This design comes from an exercise in tuning for small area and a short achievable clock period on the open sky130 flow, not from production work.
Where RTL was checked, it was by simulation tests only, not by an equivalence proof against the original.
For run 3, only the layout was checked, not whether the RTL still works.
Power and IR drop assume default switching activity.

<file path="flow/flow/run.sh">
#!/bin/bash
# Standard layout (the standard.sh, unchanged synthesis) with two layout
# choices added to config.mk: clock tree synthesis without dummy load cells,
# plain buf_2 cells as the port buffers, and timing repair by sizing only.
set -o pipefail
cat >> config.mk <<'EOT'
export CTS_ARGS = -sink_clustering_enable -repair_clock_nets -sink_clustering_size 20 -buf_list sky130_fd_sc_hd__clkbuf_8 -dont_use_dummy_load
export BUFFER_PORTS_ARGS = -buffer_cell sky130_fd_sc_hd__buf_2
export SETUP_MOVE_SEQUENCE = unbuffer,sizeup,swap
EOT
bash standard.sh finish > standard.log 2>&1
</file>
<file path="flow/standard.sh">
#!/bin/bash
# synth_recipe.tcl (not shown) runs the flow's synth.tcl, then flattens the netlist and writes it again
# the make line also repeats each setting of config.mk as NAME=value (left out here)
make -C /OpenROAD-flow-scripts/flow DESIGN_CONFIG=/design/flow/config.mk WORK_HOME=/design/flow/orfs CLKGATE_MAP_FILE= SYNTH_SCRIPT=/design/flow/synth_recipe.tcl "${@:-finish}"
</file>
<file path="flow/config.mk">
export PLATFORM = sky130hd
export DESIGN_NAME = processador
export DESIGN_NICKNAME = processador
export VERILOG_FILES = /design/flow/design.v
export SDC_FILE = /design/flow/constraint.sdc
export NUM_CORES = 4
export LEC_CHECK = 0
export ABC_CLOCK_PERIOD_IN_PS = 2500
export CAP_MARGIN = 20
export CORE_MARGIN = 2
export CORE_UTILIZATION = 55
export CTS_BUF_LIST = sky130_fd_sc_hd__clkbuf_8
export CTS_CLUSTER_SIZE = 20
export PLACE_DENSITY = 0.7
export SETUP_SLACK_MARGIN = 4.6
export SLEW_MARGIN = 20
export CTS_ARGS = -sink_clustering_enable -repair_clock_nets -sink_clustering_size 20 -buf_list sky130_fd_sc_hd__clkbuf_8 -dont_use_dummy_load
export BUFFER_PORTS_ARGS = -buffer_cell sky130_fd_sc_hd__buf_2
export SETUP_MOVE_SEQUENCE = unbuffer,sizeup,swap
</file>
<file path="flow/constraint.sdc">
create_clock -name core_clock -period 7.0 [get_ports {clk}]
set_input_delay 1.4000 -clock core_clock [delete_from_list [all_inputs] [get_ports {clk}]]
set_output_delay 1.4000 -clock core_clock [all_outputs]
set_load 0.01 [all_outputs]
</file>
<file path="flow/design.v">
module contador(clock, clear, out);
input clear, clock;
output [1:0] out;
reg [1:0] out;
always @(posedge clock) begin
	if(!clear) 
        out <= out + 1'b1;
	else out  <= 2'b00;
end
endmodule
module register(in, enable, clk, out);
input [15:0] in;
input enable, clk;
output [15:0] out;
reg [15:0] out;
always @(posedge clk) begin
	if(enable)
		out <= in;
end
endmodule
module decodificador(in, out);
input [2:0] in;
output [7:0] out;
reg [7:0] out;
always @(in) begin
    out = 8'b00000000;
    out[7 - in] = 1'b1; 
end
endmodule
module sinal(in, controle, out);
input [15:0] in;
input controle;
output reg [15:0] out;
always @(in or controle) begin
	if(controle)
		out = - in;
	else
		out = in;
end
endmodule
module ula(in_a, in_b, op_select, out);
    input [15:0] in_a, in_b;     
    input op_select;   
    output reg [15:0] out; 
    always @(*) begin
        case (op_select)
            1'b1: out = in_a + in_b;    
            1'b0: out = ~(in_a & in_b); 
        endcase
    end
endmodule 
module extensor(inn, out);
input [15:0]  inn;
output [15:0] out;
reg [15:0] out;
always @(inn) begin
	if(inn[9] == 1)
		out = {6'b111111, inn[9:0]};
	else
		out = {6'b000000, inn[9:0]};
end
endmodule
module mult(
	imediat, 
	r0,
	r1,
	r2,
	r3,
	r4,
	r5,
	r6,
	r7,
	r,
	imediat_select, 
	reg_select,
	r_select,
	bus);
input [15:0] imediat, r0, r1, r2, r3, r4, r5, r6, r7, r;
input imediat_select, r_select;
input [7:0] reg_select;
output [15:0] bus;
reg [15:0] bus;
 always @(*) begin
 	if(imediat_select == 1)begin
 		bus = imediat;
 	end
 	else if(r_select == 1)begin
 		bus = r;
 	end
 	else if(reg_select == 8'b10000000)begin
 		bus = r0;
 	end 
 	else if(reg_select == 8'b01000000)begin
 		bus = r1;
 	end 
 	else if(reg_select == 8'b00100000)begin
 		bus = r2;
 	end 
 	else if(reg_select == 8'b00010000)begin
 		bus = r3;
 	end 
 	else if(reg_select == 8'b00001000)begin
 		bus = r4;
 	end 
 	else if(reg_select == 8'b00000100)begin
 		bus = r5;
 	end 
 	else if(reg_select == 8'b00000010)begin
 		bus = r6;
 	end 
 	else if(reg_select == 8'b00000001)begin
 		bus = r7;
 	end
 	else bus = 16'b0000000000000000; 
 end
endmodule
module unidade_controle
(
clk,
in, 
resetn,
cont,
reg_select,
r_select,
immediate_select,
r0_enable, 
r1_enable,
r2_enable,
r3_enable,
r4_enable,
r5_enable,
r6_enable,
r7_enable,
a_enable,
r_enable,
opSelect,
clear,
negativo
);
input clk;
input [8:0] in;
input [1:0] cont;
input resetn;
output reg r_select, immediate_select;
output reg [7:0] reg_select;
output reg r0_enable, r1_enable, r2_enable, r3_enable, r4_enable, r5_enable, r6_enable, r7_enable, a_enable, r_enable, clear;
output reg opSelect, negativo;
reg [2:0] opcode;
reg [2:0] register1, register2;
reg [1:0] status;
reg negar;
wire [7:0] outRegister1, outRegister2, outEnableRegister;
decodificador d1(register1, outRegister1);
decodificador d2(register2, outRegister2);
decodificador d3(register1, outEnableRegister);
always @(*) begin
	opcode = {in[8], in[7], in[6]};
	register1 = {in[5], in[4], in[3]};
	register2 = {in[2], in[1], in[0]};
	clear = !resetn;
end
always @(posedge clk) begin
	if(!resetn) begin
		opSelect <= 1;
		status <= 2'b00;
		negar <= 0;
	end
	else if(cont == 2'b00) begin
		if(opcode == 3'b111) begin
				opSelect <= 1;  
				status <= 2'b01;
				negar <= 0;
		end
		else if(opcode == 3'b101) begin
				opSelect <= 1;  
				status <= 2'b11;
				negar <= 0;
		end
		else if(opcode == 3'b000) begin
			opSelect <= 1; 
			status <= 2'b00;
			negar <= 0;
		end 
		else if(opcode == 3'b001) begin
				opSelect <= 1; 
				status <= 2'b00;
				negar <= 1;
		end
		else if(opcode == 3'b010) begin
				opSelect <= 0;  
				status <= 2'b00;
				negar <= 0;
		end
		else if(opcode == 3'b100) begin
				opSelect <= 1;  
				status <= 2'b01;
				negar <= 0;
		end
	end
end
always @(*) begin
	r_select = 0;
	immediate_select = 0;
	reg_select = 8'b00000000;
	a_enable = 0;
	r_enable = 0;
	negativo = 0;
	r0_enable = 0;
	r1_enable = 0;
	r2_enable = 0;
	r3_enable = 0;
	r4_enable = 0;
	r5_enable = 0;
	r6_enable = 0;
	r7_enable = 0;
	case (cont)
			2'b00:begin 
			end
			2'b01:begin 
				a_enable = 1;
				if(status == 2'b00)
					reg_select = outRegister1;
			end
			2'b10:begin 
				r_enable = 1;
				if(status != 2'b11)
					reg_select = outRegister2;
				else
					immediate_select = 1;
				negativo = negar;
			end
			2'b11:begin 
				r_select = 1;
				r0_enable = outEnableRegister[7] & resetn;
				r1_enable = outEnableRegister[6] & resetn;
				r2_enable = outEnableRegister[5] & resetn;
				r3_enable = outEnableRegister[4] & resetn;
				r4_enable = outEnableRegister[3] & resetn;
				r5_enable = outEnableRegister[2] & resetn;
				r6_enable = outEnableRegister[1] & resetn;
				r7_enable = outEnableRegister[0] & resetn;
			end
		endcase
end
endmodule
module processador(clk, iin, resetn, outProcessador);
input clk, resetn;
input [15:0] iin;
output [15:0] outProcessador;
reg [1:0] cont;
reg [2:0] hop;           
reg [7:0] sel;           
reg [15:0] X, Y;
wire [2:0] op = iin[15:13];
wire [2:0] rx = iin[12:10];
wire [2:0] ry = iin[9:7];
wire c0 = (cont == 2'd0);
wire c3 = (cont == 2'd3);
wire rep = (op == 3'b011) || (op == 3'b110);
wire [2:0] eop = rep ? hop : op;     
always @(posedge clk) begin
	if (!resetn) cont <= 2'd0;
	else cont <= cont + 2'd1;
end
always @(posedge clk) begin
	if (!resetn) hop <= 3'b000;
	else if (c0 && !rep) hop <= op;
end
wire [7:0] rx_oh = 8'd1 << rx;
wire [7:0] ry_oh = 8'd1 << ry;
wire e_mov = (eop == 3'b100) || (eop == 3'b111);
always @(posedge clk)
	sel <= (c0 && e_mov) ? 8'd0 : rx_oh;
wire [7:0] rsel = c0 ? ry_oh : sel;
wire [15:0] rq [0:7];
genvar g;
generate for (g = 0; g < 8; g = g + 1) begin : R
	reg [15:0] q;
	always @(posedge clk)
		if (c3 && resetn && sel[g]) q <= X;
	assign rq[g] = q;
end endgenerate
wire [15:0] rd = ({16{rsel[0]}} & rq[0]) | ({16{rsel[1]}} & rq[1]) |
                 ({16{rsel[2]}} & rq[2]) | ({16{rsel[3]}} & rq[3]) |
                 ({16{rsel[4]}} & rq[4]) | ({16{rsel[5]}} & rq[5]) |
                 ({16{rsel[6]}} & rq[6]) | ({16{rsel[7]}} & rq[7]);
wire h_sub = (hop == 3'b001);
wire h_nan = (hop == 3'b010);
wire h_ldi = (hop == 3'b101);
wire go = (cont == 2'd1);
reg k_inv, k_sub, k_nan, k_ldi, k_pass;
always @(posedge clk) begin
	k_inv  <= c0 & (eop == 3'b001);
	k_sub  <= go & h_sub;
	k_nan  <= go & h_nan;
	k_ldi  <= go & h_ldi;
	k_pass <= ~go;
end
wire [15:0] imm = {{6{iin[9]}}, iin[9:0]};
wire [15:0] sum = X + Y + {15'd0, k_sub};
reg [15:0] alu;
always @(*) begin
	if (k_pass) alu = Y ^ {16{k_inv}};
	else if (k_ldi) alu = imm;
	else if (k_nan) alu = ~(X & Y);
	else alu = sum;
end
always @(posedge clk) begin
	Y <= rd;
	X <= alu;
end
assign outProcessador = X;
endmodule
</file>
==> flow_summary_export.csv, run 1 <==
group,metric,value,unit
logic_synthesis,synth_cells,541,
setup_path,slowest_delay,0.44,ns
power_and_ir_drop,power.density,312,nW/um2
setup_path,cp_max_fo,10,
global_routing,grt_pass1_vias,4598,
sta,tightest_slew,0.874,ns
cts,numCtsBuffers,17,
setup_path,worstSetupPathType,"reg2out",
power_and_ir_drop,intPower,1780,uW
setup_path,crit_family,"flip-flops",
power_and_ir_drop,combPwrFrac,0.232,
setup_path,crit_slowest_cell,"dfxtp_4",
global_routing,antenna_found_initial,0,
logic_synthesis,async_reset_ff_frac,0,
placement,hpwl,10.3,mm
logic_synthesis,ys.flop_type,"edfxtp_1",
final_layout,area_growth,10.8,%
sta,min_period,2.42,ns
setup_path,cp-startpoint,"X[10]$_DFF_P_",
logic_synthesis,netlist_area,7350,um2
setup_path,r2r_start,"X[0]$_DFF_P_",
final_layout,stdcell_count,751,
route,dr.first_iter.drc_count,502,
sta,fmax,414,MHz
final_layout,mostFrequentLayoutCell,"edfxtp_1",
route,route.detailed.drc,0,
cts,postCtsSetupBuffers,0,
route,wl_per_cell,22.4,um
setup_path,critPathBufInv,1,
run,cap_violations,0,
sta,setup_viol,0,
cts,cts_root_buffer,"clkbuf_8",
logic_synthesis,syn_area_per_cell,13.6,um2
logic_synthesis,synth.area.top_cells,"edfxtp_1 (52%), dfxtp_1 (14%), a22oi_1 (3.3%)",
sta,max-slew-margin-rel,0.418,
die,start_util,0.560,
logic_synthesis,yosysUniqueCellTypes,52,
cts,cts_tree,"yes",
sta,period_share,0.345,
setup_path,crit_chain,"buf_6",
sta,drv_slew,0,
route,wl,16.8,mm
route,via_count,4678,
logic_synthesis,synth_fp_nets,580,
logic_synthesis,yosysWarnings,1,
power_and_ir_drop,switching_power,759,uW
power_and_ir_drop,ir_drop,0.193,mV
hold_path,min_path_type,"reg2reg",
global_routing,globalRouteOverflowTotal,0,
route,routed_via_density,6.23,
placement,portBuffers,33,
sta,clock_skew,0.0222,ns
global_routing,grt_usage,0.248,
sta,finalHoldViolations,0,
die,rows,42,
status,status,"finished clean",
route,highest_layer,"met4",
cts,clk_pin_slew,0.08,ns
logic_synthesis,ys_ff_latch,178,
cts,clock_latency,0.45,ns
hold_path,hold_path_startpoint,"R[0].q[7]$_DFFE_PP_",
logic_synthesis,seq_area_frac_synth,0.659,
die,die_w,120,um
die,dieArea,14300,um2
setup_path,worstSetupEndpointType,"primary output",
final_layout,antennaDiodeCount,0,
final_layout,nets,616,
sta,rsz0062_at_grt,"true",
cts,ctsHtreeMaxLevel,4,
route,drt-met1-wl,7.42,mm
cts,cts_buffer_depth,2,
power_and_ir_drop,p_leak,0.00287,uW
route,dr_wl_met3,1.07,mm
route,wl_met2,8.10,mm
final_layout,mostFrequentLayoutCells,"edfxtp_1 (128), dfxtp_1 (33), a22oi_1 (32), a21oi_1 (29), nand2_1 (23)",
sta,setup_tns,0,ns
die,fp.dieH,120,um
global_routing,grt_pass1_wl,26.0,mm
logic_synthesis,synth_edf_count,128,
setup_path,startpoint_type,"register",
placement,dp.cells,734,
power_and_ir_drop,swShare,0.299,
final_layout,nFillCells,1018,
global_routing,grt_max_degree,37,
power_and_ir_drop,seq_power_share,0.564,
final_layout,drive_gt1_frac,0.174,
setup_path,arrival,1.02,ns
logic_synthesis,synth_top_area_frac,0.523,
cts,cts.sinks,178,
die,io_pins,34,
route,drtPass1Iterations,4,
setup_path,required,5.60,ns
die,fp.coreArea,13100,um2
route,ant_nets,0,
placement,gp_congestion,0.839,
logic_synthesis,yosysTopAreaCell,"edfxtp_1",
power_and_ir_drop,clkPwrFrac,0.204,
sta,whs,0.463,ns
## flip-flops by register name (all words and copies together) (netlist names)
name / count
R.q: 128
X: 16
Y: 16
sel: 8
hop: 3
cont: 2
k_inv: 1
k_ldi: 1
k_nan: 1
k_pass: 1
k_sub: 1
## per-stage QoR
| stage | setup WS [ns] | instance area, um2 | total power, uW | utilization |
|---|---|---|---|---|
| after floorplan | 4.60 | 7380 | 1770 | - |
| after global placement | 4.06 | 7700 | 1940 | 0.586 |
| after detailed placement | 4.01 | 7700 | 1960 | 0.586 |
| after CTS | 4.47 | 8110 | 2530 | 0.618 |
| after global routing | 4.55 | 8140 | 2650 | 0.620 |
| final | 4.58 | 8140 | 2540 | 0.620 |
## routing by layer
| layer | track usage | vias to the layer above |
|---|---|---|
| met5 | 0 | - |
| met4 | 0.0794 | 0 |
| met3 | 0.0499 | 21 |
| met2 | 0.386 | 159 |
| met1 | 0.354 | 2333 |
| li1 | - | 2165 |
## power by group through the flow
stage	logic (uW)	registers (uW)	clock network [uW]
after floorplan	401	1370	0
after global placement	524	1410	0
after detailed placement	539	1420	0
after CTS	580	1420	522
after global routing	653	1440	559
final	589	1430	517
## repair_timing
action | in CTS | in global routing
setup endpoints to repair | 52 | 43
hold buffers | 0 | 0
pin swaps | 0 | 1
resized for setup | 51 | 10
## area by class of cell
cell class	count	area, um2	share of cell area
clock buffer	17	234	0.0287
inverter	17	63.8	0.00784
multi-input combinational	323	2390	0.294
sequential	178	4910	0.603
tap	176	220	0.0270
timing repair buffer	40	328	0.0403
## cell families after synthesis
family                   count (synthesis)  share of synthesized area
adder cells (fa/ha/maj)                 21                     0.0378
AO/OA/AOI/OAI                          160                      0.166
buffers and inverters                   40                     0.0221
XOR/XNOR                                26                     0.0310
AND/OR/NAND/NOR                        111                     0.0776
multiplexers                             5                    0.00681
flip-flops                             178                      0.659
## cells in the mapped netlist (all sizes together) (3+ instances only)
cell type	n
a211oi	12
a21o	7
a21oi	29
a221oi	16
a22o	18
a22oi	32
a31oi	7
and2	3
and3	10
buf	12
clkbuf	11
dfxtp	50
edfxtp	128
ha	19
inv	17
mux2i	5
nand2	25
nand2b	12
nand3	18
nor2	16
nor2b	10
nor3	11
o21a	6
o21ai	9
o22ai	7
xnor2	8
xor2	18
## final timing paths
| check | slack, ns | endpoint | cells after the start |
|---|---|---|---|
| worst min register to register | 0.46 | Y[7]$_DFF_P_ | 2 |
| worst max register to register | 4.71 | X[10]$_DFF_P_ | 9 |
| worst max-delay path | 4.58 | outProcessador[10] | 1 |
| worst min-delay path | 0.46 | Y[7]$_DFF_P_ | 2 |
==> inputs of run 2 (changes only) <==
==> flow/flow/run.sh (replaced) <==
#!/bin/bash
# Standard layout (the standard.sh, unchanged synthesis) with two layout
# choices added to config.mk: clock tree synthesis without dummy load cells,
# and plain buf_1 cells as the port buffers.
set -o pipefail
cat >> config.mk <<'EOT'
export CTS_ARGS = -sink_clustering_enable -repair_clock_nets -sink_clustering_size 20 -buf_list sky130_fd_sc_hd__clkbuf_8 -dont_use_dummy_load
export BUFFER_PORTS_ARGS = -buffer_cell sky130_fd_sc_hd__buf_1
EOT
bash standard.sh finish > standard.log 2>&1
--- a/flow/config.mk
+++ b/flow/config.mk
@@ -15,5 +15,4 @@
 export SETUP_SLACK_MARGIN = 4.6
 export SLEW_MARGIN = 20
 export CTS_ARGS = -sink_clustering_enable -repair_clock_nets -sink_clustering_size 20 -buf_list sky130_fd_sc_hd__clkbuf_8 -dont_use_dummy_load
-export BUFFER_PORTS_ARGS = -buffer_cell sky130_fd_sc_hd__buf_2
-export SETUP_MOVE_SEQUENCE = unbuffer,sizeup,swap
+export BUFFER_PORTS_ARGS = -buffer_cell sky130_fd_sc_hd__buf_1
==> run 2 against run 1 <==
Effect of this change:
- global-route usage grew 0.47 points
- first-iteration DRC count shrank 11%
- final area grew 0.61%
- power grew 1.1%
- non-clock buffer count grew 18
- clock power is essentially flat
- via count grew 1.2%
- critical path type unchanged
- synthesized area is the same
- synthesized cell count is the same
- register-to-register slack is essentially flat
- flip-flop and latch count is the same
- largest cell class unchanged
- sequential power shrank 6%
==> flow_summary_export.csv, run 2 <==
group,metric,value,unit
cts,ctsHtreeMaxLevel,4,
power_and_ir_drop,p_leak,0.00290,uW
sta,finalHoldViolations,0,
final_layout,design_area,8190,um2
sta,fmax,421,MHz
logic_synthesis,ys_ff_latch,178,
logic_synthesis,synth_edf_count,128,
logic_synthesis,yosysTopAreaCell,"edfxtp_1",
global_routing,antenna_found_initial,0,
status,status,"finished clean",
setup_path,crit_slowest_cell,"dfxtp_4",
setup_path,arrival,0.97,ns
logic_synthesis,synth_fp_nets,580,
setup_path,startpoint_type,"register",
global_routing,globalRouteOverflowTotal,0,
power_and_ir_drop,seq_power_share,0.526,
hold_path,min_path_type,"reg2reg",
logic_synthesis,netlist_area,7350,um2
power_and_ir_drop,switching_power,771,uW
logic_synthesis,yosysWarnings,1,
logic_synthesis,seq_area_frac_synth,0.659,
setup_path,required,5.60,ns
cts,cts_root_buffer,"clkbuf_8",
placement,place_ws,3.84,ns
logic_synthesis,yosysUniqueCellTypes,52,
route,dr.first_iter.drc_count,448,
logic_synthesis,synth_top_area_frac,0.523,
logic_synthesis,yosys-top-cells-count,"edfxtp_1 (128), dfxtp_1 (50), a22oi_1 (32)",
logic_synthesis,synth.area.top_cells,"edfxtp_1 (52%), dfxtp_1 (14%), a22oi_1 (3.3%)",
placement,hpwl,10.1,mm
power_and_ir_drop,swShare,0.301,
final_layout,nFillCells,1005,
route,drt-met1-wl,7.52,mm
final_layout,top_regs,"R.q: 128 flops, X: 16 flops, Y: 16 flops",
global_routing,grt_max_degree,37,
sta,drv_slew,0,
sta,rsz0062_at_grt,"true",
sta,clock_skew,0.0225,ns
route,highest_layer,"met4",
final_layout,area_growth,11.4,%
power_and_ir_drop,combPwrFrac,0.271,
run,cap_violations,0,
die,io_pins,34,
setup_path,slowest_delay,0.38,ns
setup_path,worstSetupEndpointType,"primary output",
final_layout,antennaDiodeCount,0,
final_layout,mostFrequentLayoutCells,"edfxtp_1 (128), dfxtp_1 (33), a22oi_1 (32), a21oi_1 (29), nand2_1 (24)",
sta,min_period,2.37,ns
cts,cts.sinks,178,
die,start_util,0.560,
sta,setup_tns,0,ns
route,wl_met2,7.92,mm
final_layout,stdcell_count,769,
final_layout,drive_gt1_frac,0.174,
logic_synthesis,yosysMostFrequentCell,"edfxtp_1",
final_layout,regArea,4910,um2
route,wl_per_cell,22.2,um
die,die_w,120,um
final_layout,largest_reg_flops,128,
power_and_ir_drop,clkPwrFrac,0.203,
sta,tightest_slew,0.818,ns
route,route.detailed.drc,0,
sta,setup_viol,0,
cts,clock_latency,0.47,ns
setup_path,critPathBufInv,1,
sta,period_share,0.339,
route,ant_nets,0,
logic_synthesis,syn_area_per_cell,13.6,um2
global_routing,grt_pass1_wl,26.1,mm
placement,gp_congestion,0.839,
die,fp.coreArea,13100,um2
sta,max-slew-margin-rel,0.454,
final_layout,top_register,"R.q",
setup_path,cp_max_fo,4,
sta,whs,0.465,ns
setup_path,crit_chain,"buf_1",
global_routing,grt_pass1_vias,4644,
cts,hold_buffers,0,
setup_path,worstSetupPathType,"reg2out",
route,routed_via_density,6.15,
power_and_ir_drop,ir_drop,0.166,mV
logic_synthesis,synth_cells,541,
final_layout,multiInputGateArea,2390,um2
setup_path,crit_family,"flip-flops",
route,wl,17.1,mm
placement,post_dp_cell_area,7660,um2
route,drtPass1Iterations,5,
power_and_ir_drop,intPower,1790,uW
placement,portBuffers,33,
cts,clk_pin_slew,0.09,ns
die,dieArea,14300,um2
logic_synthesis,ys.flop_type,"edfxtp_1",
sta,layout_setup_ws,4.63,ns
cts,cts_tree,"yes",
logic_synthesis,async_reset_ff_frac,0,
final_layout,nets,634,
final_layout,mostFrequentLayoutCell,"edfxtp_1",
placement,dp.cells,734,
route,dr_wl_met3,1.25,mm
route,via_count,4733,
power_and_ir_drop,power.density,313,nW/um2
cts,cts_buffer_depth,2,
die,rows,42,
die,fp.dieH,120,um
global_routing,grt_usage,0.252,
cts,numCtsBuffers,17,
-- run 2: changes by cell type in the layout (fill, tap and decap cells not counted), moves of 2 or more --
cell / change
buf_2: -2
buf_4: +18
buf_6: -13
buf_1: +15
-- run 2: final timing paths --
| kind | slack, ns | cells past startpoint | to | start |
|---|---|---|---|---|
| worst max register to register | 4.72 | 8 | X[15]$_DFF_P_ | X[4]$_DFF_P_ |
| worst min register to register | 0.46 | 0 | R[5].q[9]$_DFFE_PP_ | X[9]$_DFF_P_ |
| worst max-delay path | 4.63 | 1 | outProcessador[0] | X[0]$_DFF_P_ |
| worst min-delay path | 0.46 | 0 | R[5].q[9]$_DFFE_PP_ | X[9]$_DFF_P_ |
-- run 2: cell type report --
type	instances	share of cell area
Timing Repair Buffer	58	0.0458
Sequential cell	178	0.599
Tap cell	176	0.0269
Clock buffer	17	0.0286
Multi-Input combinational cell	323	0.292
Inverter	17	0.00779
-- run 2: cells by family after synthesis --
family                     after synthesis  synth area share
AOI/OAI and AO/OA                      160             0.166
xor gates and xnor gates                26            0.0310
adders and majority gates               21            0.0378
buffers and inverters                   40            0.0221
DFF                                    178             0.659
muxes                                    5           0.00681
and+or+nand+nor                        111            0.0776
-- run 2: timing repair --
action | in CTS | in global routing
setup buffers | 16 | 2
gates resized for setup | 58 | 8
endpoints found under the setup margin | 80 | 9
pin swaps | 1 | 1
-- run 2: power groups by stage --
stage                     Clock [uW]  Sequential [uW]  Combinational [uW]
after floorplan                    0             1370                 401
final                            520             1350                 695
after global routing             567             1350                 768
after CTS                        525             1350                 664
after global placement             0             1410                 514
after detailed placement           0             1420                 527
-- run 2: per-layer routing --
metal / vias up / track usage
li1: 2195 / -
met1: 2306 / 0.353
met2: 201 / 0.383
met3: 31 / 0.0618
met4: 0 / 0.104
met5: - / 0
-- run 2: metrics by stage --
stage / power, uW / utilization
global placement: 1930 / 0.583
detailed placement: 1940 / 0.583
finish: 2560 / 0.624
global route: 2690 / 0.624
floorplan: 1770 / -
CTS: 2540 / 0.620
-- run 2: worst register-to-register path, stage by stage, from the launching register on --
cell      delay (ns)
dfxtp_4         0.35
buf_4           0.17
ha_1            0.37
a21o_1          0.21
a31oi_2         0.21
a21boi_2        0.13
a211oi_4        0.38
o21bai_1        0.12
a311oi_1        0.27
==> inputs of run 3 (changes only) <==
--- a/flow/design.v
+++ b/flow/design.v
@@ -249,7 +249,6 @@
 output [15:0] outProcessador;
 reg [1:0] cont;
 reg [2:0] hop;           
-reg [7:0] sel;           
 reg [15:0] X, Y;
 wire [2:0] op = iin[15:13];
 wire [2:0] rx = iin[12:10];
@@ -269,15 +268,16 @@
 wire [7:0] rx_oh = 8'd1 << rx;
 wire [7:0] ry_oh = 8'd1 << ry;
 wire e_mov = (eop == 3'b100) || (eop == 3'b111);
+reg k_mov;               
 always @(posedge clk)
-	sel <= (c0 && e_mov) ? 8'd0 : rx_oh;
-wire [7:0] rsel = c0 ? ry_oh : sel;
+	k_mov <= c0 & e_mov;
+wire [7:0] rsel = c0 ? ry_oh : (k_mov ? 8'd0 : rx_oh);
 wire [15:0] rq [0:7];
 genvar g;
 generate for (g = 0; g < 8; g = g + 1) begin : R
 	reg [15:0] q;
 	always @(posedge clk)
-		if (c3 && resetn && sel[g]) q <= X;
+		if (c3 && resetn && rx_oh[g]) q <= X;
 	assign rq[g] = q;
 end endgenerate
 wire [15:0] rd = ({16{rsel[0]}} & rq[0]) | ({16{rsel[1]}} & rq[1]) |
==> flow/flow/run.sh (replaced) <==
#!/bin/bash
# Standard layout (the standard.sh, unchanged synthesis) with two layout
# choices added to config.mk: clock tree synthesis without dummy load cells,
# and plain buf_2 cells as the port buffers.
set -o pipefail
cat >> config.mk <<'EOT'
export CTS_ARGS = -sink_clustering_enable -repair_clock_nets -sink_clustering_size 20 -buf_list sky130_fd_sc_hd__clkbuf_8 -dont_use_dummy_load
export BUFFER_PORTS_ARGS = -buffer_cell sky130_fd_sc_hd__buf_2
EOT
bash standard.sh finish > standard.log 2>&1
--- a/flow/config.mk
+++ b/flow/config.mk
@@ -15,4 +15,4 @@
 export SETUP_SLACK_MARGIN = 4.6
 export SLEW_MARGIN = 20
 export CTS_ARGS = -sink_clustering_enable -repair_clock_nets -sink_clustering_size 20 -buf_list sky130_fd_sc_hd__clkbuf_8 -dont_use_dummy_load
-export BUFFER_PORTS_ARGS = -buffer_cell sky130_fd_sc_hd__buf_1
+export BUFFER_PORTS_ARGS = -buffer_cell sky130_fd_sc_hd__buf_2
==> run 3 against run 2 <==
Effect of this change:
- combinational power increased by 7.6%
- critical path depth is 6 higher
- via count is 4.5% higher
- hold slack better by 0.011 ns
- clock power is 0.8% lower
- first-iteration DRC count grew 26%
- clock skew grew 0.0081 ns
- register-to-register slack got worse by 0.02 ns
- global-route usage up 1.1 points
- synthesized cell count is 2.2% lower
- largest power group unchanged
==> flow_summary_export.csv, run 3 <==
group,metric,value,unit
status,status,"finished clean",
logic_synthesis,synth_cells,529,
placement,place_ws,3.77,ns
final_layout,area_growth,17.2,%
hold_path,min_path_type,"reg2reg",
power_and_ir_drop,p_leak,0.00295,uW
route,dr.first_iter.drc_count,566,
sta,whs,0.476,ns
final_layout,nFillCells,949,
die,io_pins,34,
final_layout,antennaDiodeCount,0,
sta,rsz0062_at_grt,"true",
final_layout,multiInputGateArea,2490,um2
sta,min_period,2.42,ns
global_routing,grt_usage,0.263,
route,ant_nets,0,
logic_synthesis,seq_area_frac_synth,0.653,
run,cap_violations,0,
setup_path,cp_max_fo,4,
global_routing,grt_max_degree,37,
power_and_ir_drop,clkPwrFrac,0.200,
setup_path,rrSetupSlack,4.70,ns
sta,layout_setup_ws,4.58,ns
logic_synthesis,netlist_area,7210,um2
sta,max-slew-margin-rel,0.341,
logic_synthesis,yosysMostFrequentCell,"edfxtp_1",
die,die_w,118,um
placement,portBuffers,33,
logic_synthesis,synth_fp_nets,568,
sta,period_share,0.346,
power_and_ir_drop,switching_power,802,uW
logic_synthesis,yosys-top-cells-count,"edfxtp_1 (128), a22oi_1 (64), dfxtp_1 (43)",
logic_synthesis,yosysUniqueCellTypes,57,
final_layout,nets,643,
die,fp.dieH,118,um
power_and_ir_drop,ir_drop,0.188,mV
cts,cts.sinks,171,
logic_synthesis,yosysWarnings,1,
power_and_ir_drop,power.density,306,nW/um2
cts,clock_latency,0.47,ns
sta,tightest_slew,0.988,ns
final_layout,drive_gt1_frac,0.244,
route,route.detailed.drc,0,
final_layout,top_register,"R.q",
global_routing,grt_pass1_vias,4861,
route,wl_per_cell,23.7,um
logic_synthesis,ys_ff_latch,171,
global_routing,globalRouteOverflowTotal,0,
final_layout,regArea,4770,um2
die,dieArea,14000,um2
route,routed_via_density,6.39,
setup_path,worstSetupEndpointType,"register",
route,via_count,4944,
sta,setup_viol,0,
cts,cts_root_buffer,"clkbuf_8",
logic_synthesis,ys.flop_type,"edfxtp_1",
route,drtPass1Iterations,5,
power_and_ir_drop,combPwrFrac,0.290,
global_routing,antenna_found_initial,0,
setup_path,startpoint_type,"primary input",
logic_synthesis,synth_edf_count,128,
logic_synthesis,async_reset_ff_frac,0,
logic_synthesis,synth.area.top_cells,"edfxtp_1 (53%), dfxtp_1 (12%), a22oi_1 (6.7%)",
sta,fmax,413,MHz
cts,clk_pin_slew,0.07,ns
sta,finalHoldViolations,0,
final_layout,mostFrequentLayoutCells,"edfxtp_1 (128), a22oi_1 (62), buf_4 (39), a21oi_1 (29), buf_2 (29)",
die,start_util,0.566,
setup_path,worstSetupPathType,"in2reg",
placement,gp_congestion,0.855,
cts,cts_tree,"yes",
final_layout,top_regs,"R.q: 128 flops, X: 16 flops, Y: 16 flops",
logic_synthesis,yosysTopAreaCell,"edfxtp_1",
route,wl,18.4,mm
die,rows,41,
final_layout,mostFrequentLayoutCell,"edfxtp_1",
sta,clock_skew,0.0306,ns
power_and_ir_drop,intPower,1780,uW
power_and_ir_drop,seq_power_share,0.511,
placement,post_dp_cell_area,7550,um2
final_layout,largest_reg_flops,128,
final_layout,design_area,8450,um2
power_and_ir_drop,swShare,0.310,
die,fp.coreArea,12700,um2
sta,drv_slew,0,
logic_synthesis,syn_area_per_cell,13.6,um2
cts,ctsHtreeMaxLevel,4,
cts,cts_buffer_depth,2,
sta,setup_tns,0,ns
global_routing,grt_pass1_wl,27.1,mm
setup_path,required,7.39,ns
logic_synthesis,synth_top_area_frac,0.533,
setup_path,arrival,2.82,ns
cts,numCtsBuffers,17,
placement,hpwl,10.2,mm
[run 3: cell count changes after synthesis, moves of 7 or more]
cell	delta
a22o_1	-16
and3_1	-8
nand4_1	+16
inv_1	-7
a221oi_1	-16
dfxtp_1	-7
a22oi_1	+32
nand3_1	-14
[run 3: critical path, cell delays in order]
cell and delay (ns):
buf_4 0.13, or3_4 0.37, or3_4 0.39, o31ai_4 0.12, buf_6 0.18, a22oi_1 0.10, nand4_1 0.12
[run 3: layout make-up]
type,instances,share of cell area
Sequential cell,171,0.564
Multi-Input combinational cell,321,0.294
Timing Repair Buffer,83,0.0838
Clock buffer,17,0.0277
Tap cell,172,0.0255
Inverter,10,0.00444
[run 3: cells by family (layout without fill, tap and decap cells)]
group | Yosys count | in the layout | share of synthesized area
and+or+nand+nor | 107 | 107 | 0.0788
muxes | 5 | 5 | 0.00695
adders and majority gates | 21 | 21 | 0.0385
buffers and inverters | 37 | 110 | 0.0231
xor gates and xnor gates | 26 | 26 | 0.0316
DFF | 171 | 171 | 0.653
AOI/OAI and AO/OA | 162 | 162 | 0.168
[run 3: final timing paths]
| check | end | depth (start not counted) | from |
|---|---|---|---|
| max | Y[5]$_DFF_P_ | 7 | iin[12] |
| min | cont[0]$_SDFF_PN0_ | 1 | cont[0]$_SDFF_PN0_ |
| max reg2reg | X[15]$_DFF_P_ | 7 | X[6]$_DFF_P_ |
| min reg2reg | cont[0]$_SDFF_PN0_ | 1 | cont[0]$_SDFF_PN0_ |
[run 3: metal layers]
metal  share of wire  wire length (um)  global-route usage  vias to the layer above
li1                -                 -                   -                     2230
met1            0.40              7390               0.366                     2433
met2            0.48              8840               0.402                      245
met3           0.097              1790              0.0550                       36
met4           0.020               362               0.116                        0
met5               0                 0                   0                        -
[run 3: power groups by stage]
| stage | sequential (uW) | clock, uW | combinational (uW) |
|---|---|---|---|
| final | 1320 | 516 | 748 |
| after global routing | 1330 | 554 | 817 |
| after CTS | 1330 | 514 | 685 |
| after detailed placement | 1390 | 0 | 543 |
| after global placement | 1380 | 0 | 528 |
| after floorplan | 1340 | 0 | 405 |
[run 3: timing repair]
| action | 4_1_cts | 5_1_grt |
|---|---|---|
| setup buffers | 35 | 10 |
| setup endpoints to repair | 116 | 87 |
| pin swaps | 9 | 8 |
| gates resized for setup | 40 | 16 |
| hold buffers | 0 | 0 |
| cloned | 0 | 1 |
[run 3: metrics by stage]
stage,power (uW),instances,utilization
floorplan,1740,529,-
global placement,1910,711,0.594
detailed placement,1930,711,0.594
CTS,2520,763,0.648
global route,2700,774,0.664
finish,2580,774,0.664
==> inputs of run 4 (changes only) <==
--- a/flow/design.v
+++ b/flow/design.v
@@ -249,6 +249,7 @@
 output [15:0] outProcessador;
 reg [1:0] cont;
 reg [2:0] hop;           
+reg [7:0] sel;           
 reg [15:0] X, Y;
 wire [2:0] op = iin[15:13];
 wire [2:0] rx = iin[12:10];
@@ -268,16 +269,15 @@
 wire [7:0] rx_oh = 8'd1 << rx;
 wire [7:0] ry_oh = 8'd1 << ry;
 wire e_mov = (eop == 3'b100) || (eop == 3'b111);
-reg k_mov;               
 always @(posedge clk)
-	k_mov <= c0 & e_mov;
-wire [7:0] rsel = c0 ? ry_oh : (k_mov ? 8'd0 : rx_oh);
+	sel <= (c0 && e_mov) ? 8'd0 : rx_oh;
+wire [7:0] rsel = c0 ? ry_oh : sel;
 wire [15:0] rq [0:7];
 genvar g;
 generate for (g = 0; g < 8; g = g + 1) begin : R
 	reg [15:0] q;
 	always @(posedge clk)
-		if (c3 && resetn && rx_oh[g]) q <= X;
+		if (c3 && resetn && sel[g]) q <= X;
 	assign rq[g] = q;
 end endgenerate
 wire [15:0] rd = ({16{rsel[0]}} & rq[0]) | ({16{rsel[1]}} & rq[1]) |
==> flow/flow/run.sh (replaced) <==
#!/bin/bash
# Standard layout (the standard.sh, unchanged synthesis) with two layout
# choices added to config.mk: clock tree synthesis without dummy load cells,
# and plain buf_2 cells as the port buffers.
set -o pipefail
cat >> config.mk <<'EOT'
export CTS_ARGS = -sink_clustering_enable -repair_clock_nets -sink_clustering_size 25 -sink_clustering_max_diameter 200 -root_buf sky130_fd_sc_hd__clkbuf_16 -buf_list sky130_fd_sc_hd__clkbuf_16 -dont_use_dummy_load
export BUFFER_PORTS_ARGS = -buffer_cell sky130_fd_sc_hd__buf_2
EOT
bash standard.sh finish > standard.log 2>&1
--- a/flow/config.mk
+++ b/flow/config.mk
@@ -14,5 +14,5 @@
 export PLACE_DENSITY = 0.7
 export SETUP_SLACK_MARGIN = 4.6
 export SLEW_MARGIN = 20
-export CTS_ARGS = -sink_clustering_enable -repair_clock_nets -sink_clustering_size 20 -buf_list sky130_fd_sc_hd__clkbuf_8 -dont_use_dummy_load
+export CTS_ARGS = -sink_clustering_enable -repair_clock_nets -sink_clustering_size 25 -sink_clustering_max_diameter 200 -root_buf sky130_fd_sc_hd__clkbuf_16 -buf_list sky130_fd_sc_hd__clkbuf_16 -dont_use_dummy_load
 export BUFFER_PORTS_ARGS = -buffer_cell sky130_fd_sc_hd__buf_2
==> run 4 against run 3 <==
Effect of this change:
- utilization down 2.3 points
- via count down 3.2%
- clock skew down 0.015 ns
- count of clock-buffer cells in the layout unchanged
- routed wire length down 5.2%
- power up 8.4%
- hold slack worse by 0.0079 ns
- critical endpoint is now outProcessador[9]
- largest power group unchanged
==> flow_summary_export.csv, run 4 <==
group,metric,value,unit
status,status,"finished clean",
die,die_w,120,um
final_layout,nets,639,
setup_path,cp_max_fo,8,
final_layout,antennaDiodeCount,0,
setup_path,worst-r2r-cell-count,9,
logic_synthesis,yosys-top-cells-count,"edfxtp_1 (128), dfxtp_1 (50), a22oi_1 (32)",
hold_path,min_to,"R[2].q[13]$_DFFE_PP_",
hold_path,hold_path_startpoint,"X[13]$_DFF_P_",
final_layout,design_area,8420,um2
logic_synthesis,yosysWarnings,1,
logic_synthesis,yosysTopAreaCell,"edfxtp_1",
setup_path,worst-path-stages,1,
final_layout,mostFrequentLayoutCell,"edfxtp_1",
final_layout,drive_gt1_frac,0.206,
route,dr.first_iter.drc_count,505,
logic_synthesis,async_reset_ff_frac,0,
global_routing,globalRouteOverflowTotal,0,
power_and_ir_drop,p_leak,0.00305,uW
logic_synthesis,yosysMostFrequentCell,"edfxtp_1",
sta,drv_slew,0,
setup_path,worstSetupPathType,"reg2out",
setup_path,crit_chain,"buf_2",
logic_synthesis,netlist_area,7350,um2
sta,setup_viol,0,
power_and_ir_drop,power.density,333,nW/um2
final_layout,top_register,"R.q",
hold_path,min_path_type,"reg2reg",
setup_path,startpoint_type,"register",
logic_synthesis,synth.area.top_cells,"edfxtp_1 (52%), dfxtp_1 (14%), a22oi_1 (3.3%)",
final_layout,top_regs,"R.q: 128 flops, X: 16 flops, Y: 16 flops",
cts,cts_tree,"yes",
global_routing,grt_pass1_vias,4583,
logic_synthesis,yosysUniqueCellTypes,52,
final_layout,area_growth,14.5,%
setup_path,r2r_start,"Y[0]$_DFF_P_",
setup_path,slowest_delay,0.39,ns
setup_path,rrSetupSlack,4.73,ns
setup_path,crit_family,"flip-flops",
setup_path,critPathBufInv,1,
logic_synthesis,synth_top_area_frac,0.523,
cts,hold_buffers,0,
cts,clk_pin_slew,0.06,ns
cts,cts_root_buffer,"clkbuf_16",
sta,period_share,0.338,
cts,cts.sinks,178,
setup_path,arrival,0.97,ns
logic_synthesis,synth_fp_nets,580,
setup_path,timing.rr.end,"X[10]$_DFF_P_",
global_routing,grt_pass1_wl,26.3,mm
route,route.detailed.drc,0,
global_routing,grt_max_degree,37,
route,wl_per_cell,22.5,um
die,rows,42,
cts,ctsHtreeMaxLevel,4,
final_layout,nFillCells,983,
route,drtPass1Iterations,5,
sta,min_period,2.37,ns
cts,numCtsBuffers,17,
global_routing,antenna_found_initial,0,
cts,cts_buffer_depth,2,
setup_path,crit_slowest_cell,"dfxtp_4",
logic_synthesis,synth_cells,541,
power_and_ir_drop,ir_drop,0.205,mV
sta,max-slew-margin-rel,0.462,
final_layout,largest_reg_flops,128,
run,cap_violations,0,
sta,rsz0062_at_grt,"true",
sta,clock_skew,0.0156,ns
logic_synthesis,synth_edf_count,128,
logic_synthesis,syn_area_per_cell,13.6,um2
route,wl,17.4,mm
setup_path,required,5.60,ns
setup_path,worstSetupEndpointType,"primary output",
placement,post_dp_cell_area,7700,um2
route,ant_nets,0,
final_layout,mostFrequentLayoutCells,"edfxtp_1 (128), dfxtp_1 (34), a22oi_1 (32), buf_2 (31), a21oi_1 (29)",
die,fp.dieH,120,um
sta,tightest_slew,0.806,ns
sta,fmax,422,MHz
global_routing,grt_usage,0.253,
die,dieArea,14300,um2
route,routed_via_density,6.19,
die,fp.coreArea,13100,um2
logic_synthesis,ys.flop_type,"edfxtp_1",
die,start_util,0.560,
placement,gp_congestion,0.839,
cts,clock_latency,0.43,ns
route,via_count,4788,
placement,hpwl,10.3,mm
sta,setup_tns,0,ns
hold_path,hold_depth,0,
logic_synthesis,ys_ff_latch,178,
sta,finalHoldViolations,0,
die,io_pins,34,
logic_synthesis,seq_area_frac_synth,0.659,
placement,portBuffers,33,
## run 4: repair_timing
action                                  4_1_cts  5_1_grt
gates resized for setup                      37        9
endpoints found under the setup margin       67       30
setup buffers                                 4       19
pin swaps                                     0        2
## run 4: area by class of cell
| type | count | area, um2 | area share |
|---|---|---|---|
| flip-flops and latches | 178 | 4900 | 0.583 |
| multi-input cells | 323 | 2400 | 0.285 |
| clock buffers | 17 | 425 | 0.0505 |
| repair buffers | 63 | 407 | 0.0483 |
| well taps | 176 | 220 | 0.0262 |
| inverters | 17 | 63.8 | 0.00758 |
## run 4: worst max-delay path by stage
stage | from | to | slack, ns
floorplan | iin[7] | Y[7]$_DFF_P_ | 4.60
finish | X[9]$_DFF_P_ | outProcessador[9] | 4.63
global placement | iin[8] | Y[13]$_DFF_P_ | 4.06
detailed placement | iin[8] | Y[13]$_DFF_P_ | 4.01
global route | iin[9] | Y[1]$_DFF_P_ | 4.57
CTS | X[0]$_DFF_P_ | outProcessador[0] | 4.51
## run 4: cell families after synthesis
kind of cell,share of synthesized area
xor+xnor,0.0310
buf+inv,0.0221
simple gates,0.0776
fa+ha+maj,0.0378
compound gates,0.166
mux,0.00681
flops,0.659
## run 4: report_power, final
| part | switching (uW) | internal [uW] | total, uW |
|---|---|---|---|
| Clock | 338 | 421 | 759 |
| Combinational | 385 | 295 | 680 |
| Sequential | 80.3 | 1280 | 1360 |
| Total | 804 | 2000 | 2800 |
## run 4: stage by stage
step / std cells / worst slack, ns / hold slack (ns) / power, uW / util
2_1_floorplan: 541 / 4.60 / 0.440 / 1770 / -
3_3_place_gp: 734 / 4.06 / 0.450 / 1940 / 0.586
3_5_place_dp: 734 / 4.01 / 0.455 / 1960 / 0.586
4_1_cts: 755 / 4.51 / 0.468 / 2740 / 0.627
5_1_grt: 774 / 4.57 / 0.476 / 2920 / 0.641
6_report: 774 / 4.63 / 0.468 / 2800 / 0.641
## run 4: routing by layer
layer  track usage  part of all wire  up-vias
li1              -                 -     2212
met1         0.356              0.45     2393
met2         0.382              0.47      158
met3        0.0680             0.069       25
met4        0.0912             0.017        0
met5             0                 0        -

## re-timing with driven ports
In the flow no input, the clock included, has a driving cell. The finished layouts below were timed again as built, in two steps. Step 1, drivers: a clkbuf_16 drives clk and a buf_2 each remaining input, both assumed. Step 2, shift: input delay + t, output delay - t, t = (earliest + latest rising clock arrival at the registers) / 2. This alone moves slack from input paths to output paths. a / b / c = ideal / step 1 / step 2; a / b = the first two.
run	t (ns)	setup WS [ns]	worst hold slack (ns)	worst setup path at the end	pins driven straight from the clock port
run 1	0.479	4.583 / 4.548 / 4.209	0.463 / 0.463 / 0.463	input to register	1
run 2	0.491	4.625 / 4.589 / 4.173	0.465 / 0.465 / 0.465	input to register	1
run 3	0.493	4.576 / 4.572 / 4.079	0.476 / 0.476 / 0.476	input to register	1
run 4	0.468	4.631 / 4.586 / 4.179	0.468 / 0.468 / 0.468	input to register	1
After both steps every run listed still meets setup and hold. For run 3, which loses most, drivers alone change the setup slack by -0.004 ns; drivers and shift together by -0.497 ns.
